Source: an optimization exercise on an open RTL-to-GDS flow (aim: small area). Production flows keep margins and buffers that such runs may drop.
No run shown here included a check of the RTL's function; only the layout flow was run.
No activity file was given, so power comes from the tool's default toggle rates.

## flow/config.mk

```make
export PLATFORM = sky130hd
export DESIGN_NAME = systolic
export DESIGN_NICKNAME = systolic
export VERILOG_FILES = /design/flow/design.v
export SDC_FILE = /design/flow/constraint.sdc
export NUM_CORES = 4
export LEC_CHECK = 0
export CAP_MARGIN = 20
export CORE_MARGIN = 2
export CORE_UTILIZATION = 45
export PLACE_DENSITY = 0.6
export SLEW_MARGIN = 20
```

## flow/constraint.sdc

```tcl
create_clock -name core_clock -period 8.0 [get_ports {CLK}]
set_input_delay 1.6000 -clock core_clock [delete_from_list [all_inputs] [get_ports {CLK}]]
set_output_delay 1.6000 -clock core_clock [all_outputs]
set_load 0.01 [all_outputs]
```

## flow/design.v

```verilog
module pe #(parameter ROW = 0) (
    input CLK,
    input [7:0] Data_I_In,
    input [7:0] Data_W_In,
    input EN_W_In,
    input [3-1:0] EN_ID_In,
    input [23:0] Psum_In,
    input [15:0] Addr_P_In,
    input Valid_P_In,
    output reg [7:0] Data_I_Out,
    output reg [7:0] Data_W_Out,
    output reg EN_W_Out,
    output reg [23:0] Psum_Out,
    output reg [15:0] Addr_P_Out,
    output reg Valid_P_Out
);
reg [7:0] Data_W_Buf;
wire [23:0] sum;
generate
    if (ROW == 8 - 1) begin : g_last
        mac_k u_mac (.a(Data_I_In), .w(Data_W_Buf), .p(Psum_In), .s(sum));
    end else begin : g_mid
        mac u_mac (.a(Data_I_In), .w(Data_W_Buf), .p(Psum_In), .s(sum));
    end
endgenerate
always @(posedge CLK) begin
    Data_I_Out <= Data_I_In;
    Data_W_Out <= Data_W_In;
    EN_W_Out <= EN_W_In;
    Addr_P_Out <= Addr_P_In;
    Valid_P_Out <= Valid_P_In;
    if (EN_W_In && (EN_ID_In == ROW))
        Data_W_Buf <= Data_W_In;
    Psum_Out <= sum;
end
endmodule
module mac (
    input  [7:0]  a,
    input  [7:0]  w,
    input  [23:0] p,
    output [23:0] s
);
wire one0 = w[0];
wire two0 = w[1] & ~w[0];
wire neg0 = w[1];
wire one1 = w[2] ^ w[1];
wire two1 = (w[3] & ~w[2] & ~w[1]) | (~w[3] & w[2] & w[1]);
wire neg1 = w[3];
wire one2 = w[4] ^ w[3];
wire two2 = (w[5] & ~w[4] & ~w[3]) | (~w[5] & w[4] & w[3]);
wire neg2 = w[5];
wire one3 = w[6] ^ w[5];
wire two3 = (w[7] & ~w[6] & ~w[5]) | (~w[7] & w[6] & w[5]);
wire neg3 = w[7];
wire x0_0 = ((one0 & a[0])) ^ neg0;
wire x0_1 = ((one0 & a[1]) | (two0 & a[0])) ^ neg0;
wire x0_2 = ((one0 & a[2]) | (two0 & a[1])) ^ neg0;
wire x0_3 = ((one0 & a[3]) | (two0 & a[2])) ^ neg0;
wire x0_4 = ((one0 & a[4]) | (two0 & a[3])) ^ neg0;
wire x0_5 = ((one0 & a[5]) | (two0 & a[4])) ^ neg0;
wire x0_6 = ((one0 & a[6]) | (two0 & a[5])) ^ neg0;
wire x0_7 = ((one0 & a[7]) | (two0 & a[6])) ^ neg0;
wire x0_8 = ~(((one0 & a[7]) | (two0 & a[7])) ^ neg0);
wire x1_0 = ((one1 & a[0])) ^ neg1;
wire x1_1 = ((one1 & a[1]) | (two1 & a[0])) ^ neg1;
wire x1_2 = ((one1 & a[2]) | (two1 & a[1])) ^ neg1;
wire x1_3 = ((one1 & a[3]) | (two1 & a[2])) ^ neg1;
wire x1_4 = ((one1 & a[4]) | (two1 & a[3])) ^ neg1;
wire x1_5 = ((one1 & a[5]) | (two1 & a[4])) ^ neg1;
wire x1_6 = ((one1 & a[6]) | (two1 & a[5])) ^ neg1;
wire x1_7 = ((one1 & a[7]) | (two1 & a[6])) ^ neg1;
wire x1_8 = ~(((one1 & a[7]) | (two1 & a[7])) ^ neg1);
wire x2_0 = ((one2 & a[0])) ^ neg2;
wire x2_1 = ((one2 & a[1]) | (two2 & a[0])) ^ neg2;
wire x2_2 = ((one2 & a[2]) | (two2 & a[1])) ^ neg2;
wire x2_3 = ((one2 & a[3]) | (two2 & a[2])) ^ neg2;
wire x2_4 = ((one2 & a[4]) | (two2 & a[3])) ^ neg2;
wire x2_5 = ((one2 & a[5]) | (two2 & a[4])) ^ neg2;
wire x2_6 = ((one2 & a[6]) | (two2 & a[5])) ^ neg2;
wire x2_7 = ((one2 & a[7]) | (two2 & a[6])) ^ neg2;
wire x2_8 = ~(((one2 & a[7]) | (two2 & a[7])) ^ neg2);
wire x3_0 = ((one3 & a[0])) ^ neg3;
wire x3_1 = ((one3 & a[1]) | (two3 & a[0])) ^ neg3;
wire x3_2 = ((one3 & a[2]) | (two3 & a[1])) ^ neg3;
wire x3_3 = ((one3 & a[3]) | (two3 & a[2])) ^ neg3;
wire x3_4 = ((one3 & a[4]) | (two3 & a[3])) ^ neg3;
wire x3_5 = ((one3 & a[5]) | (two3 & a[4])) ^ neg3;
wire x3_6 = ((one3 & a[6]) | (two3 & a[5])) ^ neg3;
wire x3_7 = ((one3 & a[7]) | (two3 & a[6])) ^ neg3;
wire x3_8 = ~(((one3 & a[7]) | (two3 & a[7])) ^ neg3);
wire s0 = neg0 ^ p[0] ^ x0_0;
wire c0 = (neg0 & p[0]) | (neg0 & x0_0) | (p[0] & x0_0);
assign s[0] = s0;   
wire s1 = p[1] ^ x0_1 ^ c0;
wire c1 = (p[1] & x0_1) | (p[1] & c0) | (x0_1 & c0);
assign s[1] = s1;   
wire s2 = neg1 ^ p[2] ^ x0_2;
wire c2 = (neg1 & p[2]) | (neg1 & x0_2) | (p[2] & x0_2);
wire s3 = x1_0 ^ s2 ^ c1;
wire c3 = (x1_0 & s2) | (x1_0 & c1) | (s2 & c1);
assign s[2] = s3;   
wire s4 = p[3] ^ x0_3 ^ x1_1;
wire c4 = (p[3] & x0_3) | (p[3] & x1_1) | (x0_3 & x1_1);
wire s5 = c2 ^ s4 ^ c3;
wire c5 = (c2 & s4) | (c2 & c3) | (s4 & c3);
assign s[3] = s5;   
wire s6 = neg2 ^ p[4] ^ x0_4;
wire c6 = (neg2 & p[4]) | (neg2 & x0_4) | (p[4] & x0_4);
wire s7 = x1_2 ^ x2_0 ^ c4;
wire c7 = (x1_2 & x2_0) | (x1_2 & c4) | (x2_0 & c4);
wire s8 = s6 ^ s7 ^ c5;
wire c8 = (s6 & s7) | (s6 & c5) | (s7 & c5);
assign s[4] = s8;   
wire s9 = p[5] ^ x0_5 ^ x1_3;
wire c9 = (p[5] & x0_5) | (p[5] & x1_3) | (x0_5 & x1_3);
wire s10 = x2_1 ^ c6 ^ s9;
wire c10 = (x2_1 & c6) | (x2_1 & s9) | (c6 & s9);
wire s11 = c7 ^ s10 ^ c8;
wire c11 = (c7 & s10) | (c7 & c8) | (s10 & c8);
assign s[5] = s11;   
wire s12 = neg3 ^ p[6] ^ x0_6;
wire c12 = (neg3 & p[6]) | (neg3 & x0_6) | (p[6] & x0_6);
wire s13 = x1_4 ^ x2_2 ^ x3_0;
wire c13 = (x1_4 & x2_2) | (x1_4 & x3_0) | (x2_2 & x3_0);
wire s14 = c9 ^ s12 ^ s13;
wire c14 = (c9 & s12) | (c9 & s13) | (s12 & s13);
wire s15 = c10 ^ s14 ^ c11;
wire c15 = (c10 & s14) | (c10 & c11) | (s14 & c11);
assign s[6] = s15;   
wire s16 = p[7] ^ x0_7 ^ x1_5;
wire c16 = (p[7] & x0_7) | (p[7] & x1_5) | (x0_7 & x1_5);
wire s17 = x2_3 ^ x3_1 ^ c12;
wire c17 = (x2_3 & x3_1) | (x2_3 & c12) | (x3_1 & c12);
wire s18 = c13 ^ s16 ^ c14;
wire c18 = (c13 & s16) | (c13 & c14) | (s16 & c14);
wire s19 = s17 ^ s18 ^ c15;
wire c19 = (s17 & s18) | (s17 & c15) | (s18 & c15);
assign s[7] = s19;   
wire s20 = p[8] ^ x0_8 ^ x1_6;
wire c20 = (p[8] & x0_8) | (p[8] & x1_6) | (x0_8 & x1_6);
wire s21 = x2_4 ^ x3_2 ^ c16;
wire c21 = (x2_4 & x3_2) | (x2_4 & c16) | (x3_2 & c16);
wire s22 = s20 ^ c17 ^ s21;
wire c22 = (s20 & c17) | (s20 & s21) | (c17 & s21);
wire s23 = c18 ^ s22 ^ c19;
wire c23 = (c18 & s22) | (c18 & c19) | (s22 & c19);
assign s[8] = s23;   
wire s24 = p[9] ^ x1_7 ^ x2_5;
wire c24 = (p[9] & x1_7) | (p[9] & x2_5) | (x1_7 & x2_5);
wire s25 = x3_3 ^ c20 ^ s24;
wire c25 = (x3_3 & c20) | (x3_3 & s24) | (c20 & s24);
wire s26 = c21 ^ s25 ^ c22;
wire c26 = (c21 & s25) | (c21 & c22) | (s25 & c22);
wire s27 = s26 ^ c23;
wire c27 = s26 & c23;
assign s[9] = s27;   
wire s28 = p[10] ^ x1_8 ^ x2_6;
wire c28 = (p[10] & x1_8) | (p[10] & x2_6) | (x1_8 & x2_6);
wire s29 = x3_4 ^ c24 ^ s28;
wire c29 = (x3_4 & c24) | (x3_4 & s28) | (c24 & s28);
wire s30 = c25 ^ s29 ^ c26;
wire c30 = (c25 & s29) | (c25 & c26) | (s29 & c26);
wire s31 = s30 ^ c27;
wire c31 = s30 & c27;
assign s[10] = s31;   
wire s32 = p[11] ^ x2_7 ^ x3_5;
wire c32 = (p[11] & x2_7) | (p[11] & x3_5) | (x2_7 & x3_5);
wire s33 = c28 ^ s32 ^ c29;
wire c33 = (c28 & s32) | (c28 & c29) | (s32 & c29);
wire s34 = s33 ^ c30 ^ c31;
wire c34 = (s33 & c30) | (s33 & c31) | (c30 & c31);
assign s[11] = s34;   
wire s35 = p[12] ^ x2_8 ^ x3_6;
wire c35 = (p[12] & x2_8) | (p[12] & x3_6) | (x2_8 & x3_6);
wire s36 = c32 ^ s35 ^ c33;
wire c36 = (c32 & s35) | (c32 & c33) | (s35 & c33);
wire s37 = s36 ^ c34;
wire c37 = s36 & c34;
assign s[12] = s37;   
wire s38 = p[13] ^ x3_7 ^ c35;
wire c38 = (p[13] & x3_7) | (p[13] & c35) | (x3_7 & c35);
wire s39 = s38 ^ c36 ^ c37;
wire c39 = (s38 & c36) | (s38 & c37) | (c36 & c37);
assign s[13] = s39;   
wire s40 = p[14] ^ x3_8 ^ c38;
wire c40 = (p[14] & x3_8) | (p[14] & c38) | (x3_8 & c38);
wire s41 = s40 ^ c39;
wire c41 = s40 & c39;
assign s[14] = s41;   
wire s42 = p[15] ^ c40 ^ c41;
wire c42 = (p[15] & c40) | (p[15] & c41) | (c40 & c41);
assign s[15] = s42;   
wire s43 = p[16] ^ c42;
wire c43 = p[16] & c42;
assign s[16] = s43;   
wire s44 = p[17] ^ c43;
wire c44 = p[17] & c43;
assign s[17] = s44;   
wire s45 = p[18] ^ c44;
wire c45 = p[18] & c44;
assign s[18] = s45;   
wire s46 = p[19] ^ c45;
wire c46 = p[19] & c45;
assign s[19] = s46;   
wire s47 = p[20] ^ c46;
wire c47 = p[20] & c46;
assign s[20] = s47;   
wire s48 = p[21] ^ c47;
wire c48 = p[21] & c47;
assign s[21] = s48;   
wire s49 = p[22] ^ c48;
wire c49 = p[22] & c48;
assign s[22] = s49;   
wire s50 = p[23] ^ c49;
assign s[23] = s50;   
endmodule
module mac_k (
    input  [7:0]  a,
    input  [7:0]  w,
    input  [23:0] p,
    output [23:0] s
);
wire one0 = w[0];
wire two0 = w[1] & ~w[0];
wire neg0 = w[1];
wire one1 = w[2] ^ w[1];
wire two1 = (w[3] & ~w[2] & ~w[1]) | (~w[3] & w[2] & w[1]);
wire neg1 = w[3];
wire one2 = w[4] ^ w[3];
wire two2 = (w[5] & ~w[4] & ~w[3]) | (~w[5] & w[4] & w[3]);
wire neg2 = w[5];
wire one3 = w[6] ^ w[5];
wire two3 = (w[7] & ~w[6] & ~w[5]) | (~w[7] & w[6] & w[5]);
wire neg3 = w[7];
wire x0_0 = ((one0 & a[0])) ^ neg0;
wire x0_1 = ((one0 & a[1]) | (two0 & a[0])) ^ neg0;
wire x0_2 = ((one0 & a[2]) | (two0 & a[1])) ^ neg0;
wire x0_3 = ((one0 & a[3]) | (two0 & a[2])) ^ neg0;
wire x0_4 = ((one0 & a[4]) | (two0 & a[3])) ^ neg0;
wire x0_5 = ((one0 & a[5]) | (two0 & a[4])) ^ neg0;
wire x0_6 = ((one0 & a[6]) | (two0 & a[5])) ^ neg0;
wire x0_7 = ((one0 & a[7]) | (two0 & a[6])) ^ neg0;
wire x0_8 = ~(((one0 & a[7]) | (two0 & a[7])) ^ neg0);
wire x1_0 = ((one1 & a[0])) ^ neg1;
wire x1_1 = ((one1 & a[1]) | (two1 & a[0])) ^ neg1;
wire x1_2 = ((one1 & a[2]) | (two1 & a[1])) ^ neg1;
wire x1_3 = ((one1 & a[3]) | (two1 & a[2])) ^ neg1;
wire x1_4 = ((one1 & a[4]) | (two1 & a[3])) ^ neg1;
wire x1_5 = ((one1 & a[5]) | (two1 & a[4])) ^ neg1;
wire x1_6 = ((one1 & a[6]) | (two1 & a[5])) ^ neg1;
wire x1_7 = ((one1 & a[7]) | (two1 & a[6])) ^ neg1;
wire x1_8 = ~(((one1 & a[7]) | (two1 & a[7])) ^ neg1);
wire x2_0 = ((one2 & a[0])) ^ neg2;
wire x2_1 = ((one2 & a[1]) | (two2 & a[0])) ^ neg2;
wire x2_2 = ((one2 & a[2]) | (two2 & a[1])) ^ neg2;
wire x2_3 = ((one2 & a[3]) | (two2 & a[2])) ^ neg2;
wire x2_4 = ((one2 & a[4]) | (two2 & a[3])) ^ neg2;
wire x2_5 = ((one2 & a[5]) | (two2 & a[4])) ^ neg2;
wire x2_6 = ((one2 & a[6]) | (two2 & a[5])) ^ neg2;
wire x2_7 = ((one2 & a[7]) | (two2 & a[6])) ^ neg2;
wire x2_8 = ~(((one2 & a[7]) | (two2 & a[7])) ^ neg2);
wire x3_0 = ((one3 & a[0])) ^ neg3;
wire x3_1 = ((one3 & a[1]) | (two3 & a[0])) ^ neg3;
wire x3_2 = ((one3 & a[2]) | (two3 & a[1])) ^ neg3;
wire x3_3 = ((one3 & a[3]) | (two3 & a[2])) ^ neg3;
wire x3_4 = ((one3 & a[4]) | (two3 & a[3])) ^ neg3;
wire x3_5 = ((one3 & a[5]) | (two3 & a[4])) ^ neg3;
wire x3_6 = ((one3 & a[6]) | (two3 & a[5])) ^ neg3;
wire x3_7 = ((one3 & a[7]) | (two3 & a[6])) ^ neg3;
wire x3_8 = ~(((one3 & a[7]) | (two3 & a[7])) ^ neg3);
wire s0 = neg0 ^ p[0] ^ x0_0;
wire c0 = (neg0 & p[0]) | (neg0 & x0_0) | (p[0] & x0_0);
assign s[0] = s0;   
wire s1 = p[1] ^ x0_1 ^ c0;
wire c1 = (p[1] & x0_1) | (p[1] & c0) | (x0_1 & c0);
assign s[1] = s1;   
wire s2 = neg1 ^ p[2] ^ x0_2;
wire c2 = (neg1 & p[2]) | (neg1 & x0_2) | (p[2] & x0_2);
wire s3 = x1_0 ^ s2 ^ c1;
wire c3 = (x1_0 & s2) | (x1_0 & c1) | (s2 & c1);
assign s[2] = s3;   
wire s4 = p[3] ^ x0_3 ^ x1_1;
wire c4 = (p[3] & x0_3) | (p[3] & x1_1) | (x0_3 & x1_1);
wire s5 = c2 ^ s4 ^ c3;
wire c5 = (c2 & s4) | (c2 & c3) | (s4 & c3);
assign s[3] = s5;   
wire s6 = neg2 ^ p[4] ^ x0_4;
wire c6 = (neg2 & p[4]) | (neg2 & x0_4) | (p[4] & x0_4);
wire s7 = x1_2 ^ x2_0 ^ c4;
wire c7 = (x1_2 & x2_0) | (x1_2 & c4) | (x2_0 & c4);
wire s8 = s6 ^ s7 ^ c5;
wire c8 = (s6 & s7) | (s6 & c5) | (s7 & c5);
assign s[4] = s8;   
wire s9 = p[5] ^ x0_5 ^ x1_3;
wire c9 = (p[5] & x0_5) | (p[5] & x1_3) | (x0_5 & x1_3);
wire s10 = x2_1 ^ c6 ^ s9;
wire c10 = (x2_1 & c6) | (x2_1 & s9) | (c6 & s9);
wire s11 = c7 ^ s10 ^ c8;
wire c11 = (c7 & s10) | (c7 & c8) | (s10 & c8);
assign s[5] = s11;   
wire s12 = neg3 ^ p[6] ^ x0_6;
wire c12 = (neg3 & p[6]) | (neg3 & x0_6) | (p[6] & x0_6);
wire s13 = x1_4 ^ x2_2 ^ x3_0;
wire c13 = (x1_4 & x2_2) | (x1_4 & x3_0) | (x2_2 & x3_0);
wire s14 = c9 ^ s12 ^ s13;
wire c14 = (c9 & s12) | (c9 & s13) | (s12 & s13);
wire s15 = c10 ^ s14 ^ c11;
wire c15 = (c10 & s14) | (c10 & c11) | (s14 & c11);
assign s[6] = s15;   
wire s16 = p[7] ^ x0_7 ^ x1_5;
wire c16 = (p[7] & x0_7) | (p[7] & x1_5) | (x0_7 & x1_5);
wire s17 = x2_3 ^ x3_1 ^ c12;
wire c17 = (x2_3 & x3_1) | (x2_3 & c12) | (x3_1 & c12);
wire s18 = c13 ^ s16 ^ c14;
wire c18 = (c13 & s16) | (c13 & c14) | (s16 & c14);
wire s19 = s17 ^ s18 ^ c15;
wire c19 = (s17 & s18) | (s17 & c15) | (s18 & c15);
assign s[7] = s19;   
wire s20 = p[8] ^ x0_8 ^ x1_6;
wire c20 = (p[8] & x0_8) | (p[8] & x1_6) | (x0_8 & x1_6);
wire s21 = x2_4 ^ x3_2 ^ c16;
wire c21 = (x2_4 & x3_2) | (x2_4 & c16) | (x3_2 & c16);
wire s22 = s20 ^ c17 ^ s21;
wire c22 = (s20 & c17) | (s20 & s21) | (c17 & s21);
wire s23 = c18 ^ s22 ^ c19;
wire c23 = (c18 & s22) | (c18 & c19) | (s22 & c19);
assign s[8] = s23;   
wire s24 = p[9] ^ x1_7 ^ x2_5;
wire c24 = (p[9] & x1_7) | (p[9] & x2_5) | (x1_7 & x2_5);
wire s25 = x3_3 ^ c20 ^ s24;
wire c25 = (x3_3 & c20) | (x3_3 & s24) | (c20 & s24);
wire s26 = c21 ^ s25 ^ c22;
wire c26 = (c21 & s25) | (c21 & c22) | (s25 & c22);
wire s27 = s26 ^ c23;
wire c27 = s26 & c23;
assign s[9] = s27;   
wire s28 = p[10] ^ x1_8 ^ x2_6;
wire c28 = (p[10] & x1_8) | (p[10] & x2_6) | (x1_8 & x2_6);
wire s29 = x3_4 ^ c24 ^ s28;
wire c29 = (x3_4 & c24) | (x3_4 & s28) | (c24 & s28);
wire s30 = c25 ^ s29 ^ c26;
wire c30 = (c25 & s29) | (c25 & c26) | (s29 & c26);
wire s31 = s30 ^ c27;
wire c31 = s30 & c27;
assign s[10] = s31;   
wire s32 = 1'b1 ^ p[11] ^ x2_7;
wire c32 = (1'b1 & p[11]) | (1'b1 & x2_7) | (p[11] & x2_7);
wire s33 = x3_5 ^ c28 ^ s32;
wire c33 = (x3_5 & c28) | (x3_5 & s32) | (c28 & s32);
wire s34 = c29 ^ s33 ^ c30;
wire c34 = (c29 & s33) | (c29 & c30) | (s33 & c30);
wire s35 = s34 ^ c31;
wire c35 = s34 & c31;
assign s[11] = s35;   
wire s36 = 1'b1 ^ p[12] ^ x2_8;
wire c36 = (1'b1 & p[12]) | (1'b1 & x2_8) | (p[12] & x2_8);
wire s37 = x3_6 ^ c32 ^ s36;
wire c37 = (x3_6 & c32) | (x3_6 & s36) | (c32 & s36);
wire s38 = c33 ^ s37 ^ c34;
wire c38 = (c33 & s37) | (c33 & c34) | (s37 & c34);
wire s39 = s38 ^ c35;
wire c39 = s38 & c35;
assign s[12] = s39;   
wire s40 = p[13] ^ x3_7 ^ c36;
wire c40 = (p[13] & x3_7) | (p[13] & c36) | (x3_7 & c36);
wire s41 = c37 ^ s40 ^ c38;
wire c41 = (c37 & s40) | (c37 & c38) | (s40 & c38);
wire s42 = s41 ^ c39;
wire c42 = s41 & c39;
assign s[13] = s42;   
wire s43 = 1'b1 ^ p[14] ^ x3_8;
wire c43 = (1'b1 & p[14]) | (1'b1 & x3_8) | (p[14] & x3_8);
wire s44 = s43 ^ c40 ^ c41;
wire c44 = (s43 & c40) | (s43 & c41) | (c40 & c41);
wire s45 = s44 ^ c42;
wire c45 = s44 & c42;
assign s[14] = s45;   
wire s46 = p[15] ^ c43 ^ c44;
wire c46 = (p[15] & c43) | (p[15] & c44) | (c43 & c44);
wire s47 = s46 ^ c45;
wire c47 = s46 & c45;
assign s[15] = s47;   
wire s48 = 1'b1 ^ p[16] ^ c46;
wire c48 = (1'b1 & p[16]) | (1'b1 & c46) | (p[16] & c46);
wire s49 = s48 ^ c47;
wire c49 = s48 & c47;
assign s[16] = s49;   
wire s50 = p[17] ^ c48 ^ c49;
wire c50 = (p[17] & c48) | (p[17] & c49) | (c48 & c49);
assign s[17] = s50;   
wire s51 = 1'b1 ^ p[18] ^ c50;
wire c51 = (1'b1 & p[18]) | (1'b1 & c50) | (p[18] & c50);
assign s[18] = s51;   
wire s52 = 1'b1 ^ p[19] ^ c51;
wire c52 = (1'b1 & p[19]) | (1'b1 & c51) | (p[19] & c51);
assign s[19] = s52;   
wire s53 = 1'b1 ^ p[20] ^ c52;
wire c53 = (1'b1 & p[20]) | (1'b1 & c52) | (p[20] & c52);
assign s[20] = s53;   
wire s54 = 1'b1 ^ p[21] ^ c53;
wire c54 = (1'b1 & p[21]) | (1'b1 & c53) | (p[21] & c53);
assign s[21] = s54;   
wire s55 = 1'b1 ^ p[22] ^ c54;
wire c55 = (1'b1 & p[22]) | (1'b1 & c54) | (p[22] & c54);
assign s[22] = s55;   
wire s56 = 1'b1 ^ p[23] ^ c55;
assign s[23] = s56;   
endmodule
module systolic(
    input CLK,
    input [8*8-1:0] i_Data_I_In,
    input [4*8-1:0] i_Data_W_In,
    input [4-1:0] i_EN_W_In,
    input [3-1:0] i_EN_ID_In,
    input [4*24-1:0] i_Psum_In,
    output [4*24-1:0] o_Psum_Out,
    input  [4*16-1:0] i_Addr_P_In,
    input  [4*1-1:0] i_Valid_P_In,
    output [4*16-1:0] o_Addr_P_Out,
    output [4*1-1:0] o_Valid_P_Out
);
reg [3-1:0] id_q [0:8-2];
integer k;
always @(posedge CLK) begin
    id_q[0] <= i_EN_ID_In;
    for (k = 1; k < 8 - 1; k = k + 1)
        id_q[k] <= id_q[k-1];
end
genvar c, r;
generate
    for (c = 0; c < 4; c = c + 1) begin : col
        wire [7:0]  i_d [0:8-1];    
        wire [7:0]  w_d [0:8-1];
        wire        e_d [0:8-1];
        wire [23:0] p_d [0:8-1];
        wire [15:0] a_d [0:8-1];
        wire        v_d [0:8-1];
        for (r = 0; r < 8; r = r + 1) begin : row
            wire [7:0]  a_in;
            wire [7:0]  w_in;
            wire        e_in;
            wire [2:0]  id_in;
            wire [23:0] p_in;
            wire [15:0] ad_in;
            wire        v_in;
            if (c == 0) begin : g_a0
                assign a_in = i_Data_I_In[8*r +: 8];
            end else begin : g_an
                assign a_in = col[c-1].i_d[r];
            end
            if (r == 0) begin : g_r0
                assign w_in  = i_Data_W_In[8*c +: 8];
                assign e_in  = i_EN_W_In[c];
                assign id_in = i_EN_ID_In;
                assign p_in  = i_Psum_In[24*c +: 24];
                assign ad_in = i_Addr_P_In[16*c +: 16];
                assign v_in  = i_Valid_P_In[c];
            end else begin : g_rn
                assign w_in  = w_d[r-1];
                assign e_in  = e_d[r-1];
                assign id_in = id_q[r-1];
                assign p_in  = p_d[r-1];
                assign ad_in = a_d[r-1];
                assign v_in  = v_d[r-1];
            end
            pe #(.ROW(r)) u_pe (
                .CLK(CLK),
                .Data_I_In(a_in), .Data_W_In(w_in), .EN_W_In(e_in), .EN_ID_In(id_in),
                .Psum_In(p_in), .Addr_P_In(ad_in), .Valid_P_In(v_in),
                .Data_I_Out(i_d[r]), .Data_W_Out(w_d[r]), .EN_W_Out(e_d[r]),
                .Psum_Out(p_d[r]), .Addr_P_Out(a_d[r]), .Valid_P_Out(v_d[r]));
        end
        assign o_Psum_Out[24*c +: 24]  = p_d[8-1];
        assign o_Addr_P_Out[16*c +: 16] = a_d[8-1];
        assign o_Valid_P_Out[c]         = v_d[8-1];
    end
endgenerate
endmodule
```

## flow/run.sh

```bash
#!/bin/bash
# synth_recipe.tcl (not shown) runs the flow's synth.tcl, then flattens the netlist and writes it again
# the make line also repeats each setting of config.mk as NAME=value (left out here)
make -C /OpenROAD-flow-scripts/flow DESIGN_CONFIG=/design/flow/config.mk WORK_HOME=/design/flow/orfs CLKGATE_MAP_FILE= SYNTH_SCRIPT=/design/flow/synth_recipe.tcl finish
```

==> impl_metrics.yaml, run 1 <==
run_status:
  status: "finished clean"
synth:
  synth_top_cell_area_share_pct: 29.5
  synthCells: 11663
  seq_area_frac_synth_pct: 35.9
  ys_types: 69
  synth_area_mm2: 0.121
  synth-edff-count: 256
  synth_fp_nets: 13523
  ys_top_cells_by_area: "dfxtp_1, fa_1, edfxtp_1, inv_1, ha_1"
  ys_ff_latch: 2033
  synth_warnings: 11
  ys.flop_type: "dfxtp_1"
  async_flop_share_pct: 0
  yosys.area.top_type: "dfxtp_1"
  post_synth.cell_area_avg_um2: 10.3
timing:
  max_slew_margin_pct: 39.1
  final-hold-violation-count: 0
  finClkSkew_ns: 0.0587
  fin_crit_ns: 7.83
  maxSlewViolCount: 0
  worst_slack_ns: 0.170
  holdWs_ns: 0.318
  fmax_mhz: 128
  fin_tns_setup_ns: 0
  finalSetupViolations: 0
  rsz0062_at_grt: "true"
  period_share_pct: 97.9
  worstMarginPinSlew_ns: 0.912
final_layout:
  fin_util_pct: 52.0
  drive_gt1_share_pct: 13.5
  area_growth_syn_to_layout_pct: 14.7
  fin_area_mm2: 0.138
  final_nets: 13832
placement:
  hpwl_um: 215000
  io_buffers: 431
  place_congestion: 0.870
  pre_cts_slack_ns: -1.01
  placed_area_mm2: 0.130
pwr:
  pwr-share-comb_pct: 42.5
  ir_drop_mv: 0.182
  switchingPower_mw: 15.4
  power.leakage_nw: 59.6
  power_frac_seq_pct: 32.8
  switching_share_pct: 35.6
  powerDensity_mw_per_mm2: 314
  p_clk_share_pct: 24.7
  p_int_mw: 27.9
cts:
  clk_pin_slew_ns: 0.06
  clock_path_buffers: 4
  numCtsBuffers: 228
  root_buffer: "clkbuf_16"
  cts_tree: "yes"
  cts_sinks: 2033
  clock_latency_ns: 0.90
  cts_htree_levels: 4
  cts_hold_buffers: 0
grt:
  grt_overflow_total: 0
  grt_max_degree: 48
  grt_usage_pct: 20.0
  antenna_found_initial: 15
  grt_pass1_wl_um: 445000
  grt_pass1_vias: 80741
flow_run:
  cap_violations: 0
detailed_routing:
  finalWirelength_um: 279000
  postRouteAntennaNets: 0
  routed-via-count: 82941
  via_per_inst: 5.28
  drcViolationCount: 0
  routedWlPerCell_um: 17.8
  firstDrtPassIters: 8
  drtIter0Drc: 5626
floorplan:
  die_x_um: 522
  floorplan.rows: 189
  die_area_mm2: 0.272
  core_region_area_mm2: 0.266
  fp.dieH_um: 522
  num_io_pins: 432
  start_util_pct: 45.3
critical_path:
  critical-path-slowest-cell: "fa_1"
  crit_buf_inv: 8
  critPathMostFrequentCell: "fa_2"
  required_ns: 8.75
  timing.rr.end: "col[2].row[2].u_pe.Psum_Out[23]"
  cpPeakStageDelay_ns: 0.51
  reg2reg_from: "col[2].row[2].u_pe.Data_W_Buf[1]"
  r2r_slack_ns: 0.26
  critical_path.top_delay_family: "adder cells"
  end_kind: "register"
  arrival_ns: 8.58
  crit_type: "input port to register"
  worstSetupStartpointType: "input port"
  path_max_fanout: 1
  r2r_cells: 31
worst_hold_path:
  worstHoldPathType: "register to register"
  min_path_cells: 0
  hold_end: "col[0].row[4].u_pe.Addr_P_Out[15]"
  min_from: "col[0].row[3].u_pe.Addr_P_Out[15]"
==> sequential cells by signal, indices dropped and copies added, names as in the netlist <==
register	flops
col.row.u_pe.Valid_P_Out	32
col.row.u_pe.Data_W_Out	224
col.row.u_pe.Data_W_Buf	256
col.row.u_pe.Psum_Out	768
id_q	21
col.row.u_pe.EN_W_Out	28
col.row.u_pe.Data_I_Out	192
col.row.u_pe.Addr_P_Out	512
==> cells in the mapped netlist (95+ instances only) <==
| cell type | number |
|---|---|
| buf_2 | 660 |
| a221o_1 | 102 |
| nand3b_1 | 129 |
| nand2b_1 | 215 |
| a211o_1 | 111 |
| ha_1 | 376 |
| a21oi_1 | 496 |
| inv_1 | 1569 |
| a32oi_1 | 117 |
| nand3_1 | 221 |
| clkbuf_1 | 264 |
| nand2_1 | 354 |
| and3_1 | 114 |
| and2_1 | 106 |
| xor2_1 | 219 |
| o2bb2ai_1 | 105 |
| maj3_1 | 249 |
| o221ai_1 | 129 |
| o221a_2 | 95 |
| nor2_1 | 422 |
| nor2b_1 | 110 |
| edfxtp_1 | 256 |
| a21o_1 | 309 |
| o21ai_0 | 329 |
| dfxtp_1 | 1777 |
| a31oi_1 | 151 |
| fa_1 | 1216 |
| a211oi_1 | 221 |
| xnor2_1 | 167 |
==> power groups by stage <==
stage	logic, mW	registers [mW]	clock network (mW)
4_1_cts	19.0	14.3	11.1
2_1_floorplan	12.5	14.0	0
3_3_place_gp	18.1	14.4	0
3_5_place_dp	18.6	14.5	0
5_1_grt	22.1	14.5	11.5
6_report	18.4	14.2	10.7
==> worst register-to-register path: cells and delay by family (launching register included) <==
family	cells	cell delay, ns
DFF	1	0.48
adders and majority gates	22	6.22
AOI/OAI and AO/OA	1	0.10
xor gates and xnor gates	2	0.27
buffers and inverters	6	0.53
==> metrics by stage <==
stage	total power [mW]	std cells
after floorplan	26.5	11663
after global placement	32.6	15248
after global routing	48.0	15697
final	43.4	15705
after CTS	44.3	15678
after detailed placement	33.0	15248
==> logic make-up (layout without fill, tap and decap cells) <==
kind of cell / Yosys count / after routing / share of synthesized area (%)
and+or+nand+nor: 1963 / 1963 / 8.65
AOI/OAI and AO/OA: 2714 / 2714 / 16.4
DFF: 2033 / 2033 / 35.9
other: 0 / 12 / 0
xor gates and xnor gates: 389 / 389 / 2.85
adders and majority gates: 1843 / 1843 / 26.2
muxes: 98 / 98 / 0.864
buffers and inverters: 2623 / 3120 / 9.18
==> final cells by class <==
class / instances / area, um^2
Sequential cell: 2033 / 43300
Multi-Input combinational cell: 7007 / 67200
Clock inverter: 115 / 1320
Tap cell: 3533 / 4420
Inverter: 1590 / 5970
Clock buffer: 303 / 6490
Fill cell: 23705 / 128000
Timing Repair Buffer: 1112 / 9540
Antenna cell: 12 / 30.0
==> what timing repair did <==
item / in CTS / in global routing
setup endpoints to repair: 25 / 50
resized for setup: 46 / 126
gates cloned: 0 / 0
buffers inserted: 12 / 15
pin swaps: 10 / 49
==> worst max path at each step <==
stage / from / to / slack [ns] / cells after the start
floorplan: i_Data_I_In[34] / col[0].row[4].u_pe.Psum_Out[23] / -0.02 / 32
global placement: i_Psum_In[24] / col[1].row[0].u_pe.Psum_Out[23] / -0.95 / 29
detailed placement: i_Psum_In[24] / col[1].row[0].u_pe.Psum_Out[23] / -1.01 / 29
CTS: col[2].row[1].u_pe.Data_W_Buf[1] / col[2].row[1].u_pe.Psum_Out[23] / 0.0006 / 31
global route: col[1].row[7].u_pe.Data_W_Buf[3] / col[1].row[7].u_pe.Psum_Out[23] / -0.004 / 27
finish: i_Psum_In[50] / col[2].row[0].u_pe.Psum_Out[23] / 0.17 / 31
==> layer usage <==
layer  share of wire [%]  routed length (um)  vias to the layer above  global-route usage, %
li1                    -                   -                    40151                      -
met1                  47              132000                    40349                   28.5
met2                  46              128000                     2050                   32.6
met3                 4.5               12600                      383                   2.53
met4                 2.2                6090                        8                   4.61
met5               0.015                  41                        -                      0
==> cell usage in the layout, fill, tap and decap left out, types with 79 or more instances in the layout <==
cell and n:
dfxtp_1 1776, inv_1 1528, fa_1 1050, buf_4 666
a21oi_1 493, clkdlybuf4s50_1 423, nor2_1 422, nand2_1 348
o21ai_0 328, a21o_1 309, ha_1 304, edfxtp_1 256
maj3_1 249, clkbuf_16 236, nand3_1 221, xor2_1 215
nand2b_1 215, a211oi_1 213, xnor2_1 167, fa_2 166
a31oi_1 151, o221ai_1 129, nand3b_1 129, a32oi_1 117
and3_1 114, a211o_1 111, nor2b_1 109, and2_1 107
o2bb2ai_1 105, a221o_1 102, o221a_2 95, a311oi_1 83
nor3b_1 79
==> run 2, diff against run 1 <==
--- a/flow/config.mk
+++ b/flow/config.mk
@@ -6,4 +6,5 @@
 export NUM_CORES = 4
 export LEC_CHECK = 0
+export ABC_AREA = 1
 export CAP_MARGIN = 20
 export CORE_MARGIN = 2
==> run 2 against run 1 <==
Flip-flop and latch count did not move. Routed wire length fell by 11%. Power fell by 3.4%. Utilization rose by 0.62 points. Via count fell by 7.1%. Clock power fell by 4%. Fmax rose by 0.41%. Cell area fell by 8.2%. Register-to-register slack improved by 0.07 ns. Critical path depth did not move. Area after synthesis fell by 9.3%. Clock-buffer cell count fell by 10. Critical path type unchanged.
==> impl_metrics.yaml, run 2 <==
run_status:
  status: "finished clean"
pwr:
  power_frac_seq_pct: 33.8
  switching_share_pct: 35.6
  switchingPower_mw: 14.9
  p_clk_share_pct: 24.6
  ir_drop_mv: 0.264
  power.leakage_nw: 63.0
  pwr-share-comb_pct: 41.6
  powerDensity_mw_per_mm2: 330
  report.power.total_mw: 41.9
  p_int_mw: 27.0
final_layout:
  area_growth_syn_to_layout_pct: 16.0
  fillers: 21660
  multiInputGateArea_mm2: 0.0573
  fin_util_pct: 52.6
  layout.cells.non_filler: 16054
  fin_area_mm2: 0.127
  layout_commonest_cell: "nand2_1"
  most-common-layout-cells: "nand2_1, inv_1, dfxtp_1"
  final_nets: 14537
  drive_gt1_share_pct: 10.2
  largestRegisters: "col.row.u_pe.Psum_Out (768), col.row.u_pe.Addr_P_Out (512), col.row.u_pe.Data_W_Buf (256)"
  largest_reg_flops: 768
  regMostFlops: "col.row.u_pe.Psum_Out"
  seq_area_mm2: 0.0433
cts:
  cts_htree_levels: 4
  clock_path_buffers: 3
  numCtsBuffers: 213
  cts_hold_buffers: 0
  root_buffer: "clkbuf_16"
  cts_tree: "yes"
  clk_pin_slew_ns: 0.06
  cts_sinks: 2033
  clock_latency_ns: 0.89
synth:
  ys_types: 35
  synth_area_mm2: 0.109
  ys_top_cells_by_area: "dfxtp_1, fa_1, nand2_1, edfxtp_1, nand3_1"
  ys.flop_type: "dfxtp_1"
  synth_fp_nets: 13921
  seq_area_frac_synth_pct: 39.6
  synth.most_common_cell: "nand2_1"
  async_flop_share_pct: 0
  ys_ff_latch: 2033
  synth_top_cell_area_share_pct: 32.5
  synth-edff-count: 256
  post_synth.cell_area_avg_um2: 9.07
  synth_common_cells: "nand2_1, inv_1, dfxtp_1"
  synthCells: 12061
  synth_warnings: 11
  yosys.area.top_type: "dfxtp_1"
critical_path:
  required_ns: 8.76
  critical-path-slowest-cell: "fa_1"
  end_kind: "register"
  r2r_slack_ns: 0.33
  cpPeakStageDelay_ns: 0.54
  worstSetupStartpointType: "input port"
  reg2reg_from: "col[2].row[3].u_pe.Data_W_Buf[0]"
  timing.rr.end: "col[2].row[3].u_pe.Psum_Out[23]"
  crit_end: "col[2].row[0].u_pe.Psum_Out[23]"
  startpoint: "i_Psum_In[50]"
  path_max_fanout: 1
  crit_type: "input port to register"
  arrival_ns: 8.56
  r2r_cells: 32
timing:
  worstMarginPinSlew_ns: 0.950
  holdWs_ns: 0.304
  finClkSkew_ns: 0.0780
  fin_crit_ns: 7.80
  fin_tns_setup_ns: 0
  fmax_mhz: 128
  max_slew_margin_pct: 36.4
  worst_slack_ns: 0.203
  finalSetupViolations: 0
  maxSlewViolCount: 0
  final-hold-violation-count: 0
  period_share_pct: 97.5
placement:
  placed_area_mm2: 0.119
  io_buffers: 431
  hpwl_um: 199000
  dp_cells: 15603
  place_congestion: 0.893
  pre_cts_slack_ns: -1.03
floorplan:
  start_util_pct: 45.3
  die_area_mm2: 0.247
  die_x_um: 497
  fp.dieH_um: 497
  num_io_pins: 432
  core_region_area_mm2: 0.241
  floorplan.rows: 180
grt:
  grt_pass1_wl_um: 399000
  grt_max_degree: 19
  grt_usage_pct: 19.9
  antenna_found_initial: 23
  grt_pass1_vias: 75836
  grt_overflow_total: 0
detailed_routing:
  postRouteAntennaNets: 0
  firstDrtPassIters: 8
  routed-via-count: 77089
  drcViolationCount: 0
  drtIter0Drc: 5058
  finalWirelength_um: 247000
  routedWlPerCell_um: 15.4
  via_per_inst: 4.80
flow_run:
  cap_violations: 0
worst_hold_path:
  worstHoldPathType: "register to register"
==> run 2: area by class of cell <==
type,count,area share (%)
multi-input cells,7674,45.1
flip-flops and latches,2033,34.1
repair buffers,870,6.05
inverters,1885,5.58
clock buffers,293,4.88
well taps,3185,3.14
clock inverters,108,1.11
diodes,6,0.0118
==> run 2: kinds of logic (layout without fill, tap and decap cells) <==
| group | count (synthesis) | in the layout | synth area share [%] |
|---|---|---|---|
| simple gates | 5156 | 5156 | 19.8 |
| buf+inv | 2354 | 3156 | 8.71 |
| flops | 2033 | 2033 | 39.6 |
| fa+ha+maj | 1592 | 1592 | 26.6 |
| compound gates | 693 | 693 | 3.49 |
| xor+xnor | 233 | 233 | 1.87 |
| other cells | 0 | 6 | 0 |
==> run 2: power groups by stage <==
stage / Combinational (mW) / Sequential [mW] / Clock [mW]
after floorplan: 12.1 / 14.0 / 0
after global placement: 17.2 / 14.4 / 0
after detailed placement: 17.6 / 14.4 / 0
after CTS: 17.9 / 14.2 / 10.6
after global routing: 21.3 / 14.4 / 11.1
final: 17.4 / 14.1 / 10.3
==> run 2: worst max-delay path: cells and delay by family <==
family,cells,cell delay (ns)
buffers and inverters,8,0.90
adder cells (fa/ha/maj),22,5.90
XOR/XNOR,1,0.16
==> run 2: how the worst min path moves through the flow <==
stage	start	end	slack [ns]	cells past startpoint
after floorplan	col[0].row[0].u_pe.Addr_P_Out[0]	col[0].row[1].u_pe.Addr_P_Out[0]	0.31	0
after CTS	col[1].row[5].u_pe.Data_W_Out[3]	col[1].row[6].u_pe.Data_W_Out[3]	0.30	0
after detailed placement	col[0].row[1].u_pe.Addr_P_Out[11]	col[0].row[2].u_pe.Addr_P_Out[11]	0.31	0
after global routing	col[1].row[5].u_pe.Data_W_Out[3]	col[1].row[6].u_pe.Data_W_Out[3]	0.32	0
final	col[1].row[5].u_pe.Data_W_Out[3]	col[1].row[6].u_pe.Data_W_Out[3]	0.30	0
after global placement	col[1].row[0].u_pe.Valid_P_Out	col[1].row[1].u_pe.Valid_P_Out	0.31	0
==> run 2: what timing repair did <==
item | in CTS | in global routing
pin swaps | 6 | 40
resized for setup | 28 | 140
setup endpoints to repair | 13 | 60
buffers inserted | 3 | 41
==> run 2: layer usage <==
| layer | global-route usage (%) | up-vias | part of all wire, % |
|---|---|---|---|
| met5 | 0 | - | 0.060 |
| met4 | 5.48 | 24 | 2.4 |
| met3 | 3.03 | 419 | 5.0 |
| met2 | 32.6 | 1937 | 46 |
| met1 | 27.4 | 36282 | 46 |
| li1 | - | 38427 | - |

==> static timing again, ports no longer ideal <==
The flow's constraints put no driver on any port. The routed layouts listed below were extracted and timed again, unchanged, in two steps. Step 1 sets driving cells, clkbuf_16 on the clock port and buf_2 on the other inputs (assumed; they add their load-dependent delay and slew). Step 2, shift: input delay + t, output delay - t, t = (earliest + latest rising clock arrival at the registers) / 2. This alone moves slack from input paths to output paths. a / b / c = ideal ports / drivers / drivers and shift; a / b = the first two.
run | t (ns) | slack for setup (ns) | worst setup path after step 2
run 1 | 0.969 | 0.170 / 0.236 / -0.733 | input to register
run 2 | 0.938 | 0.203 / 0.223 / -0.715 | input to register
Met with ideal ports but missed after step 2: setup timing in run 1 and run 2. For run 2, which loses most, drivers alone change the setup slack by +0.020 ns; drivers and shift together by -0.918 ns.
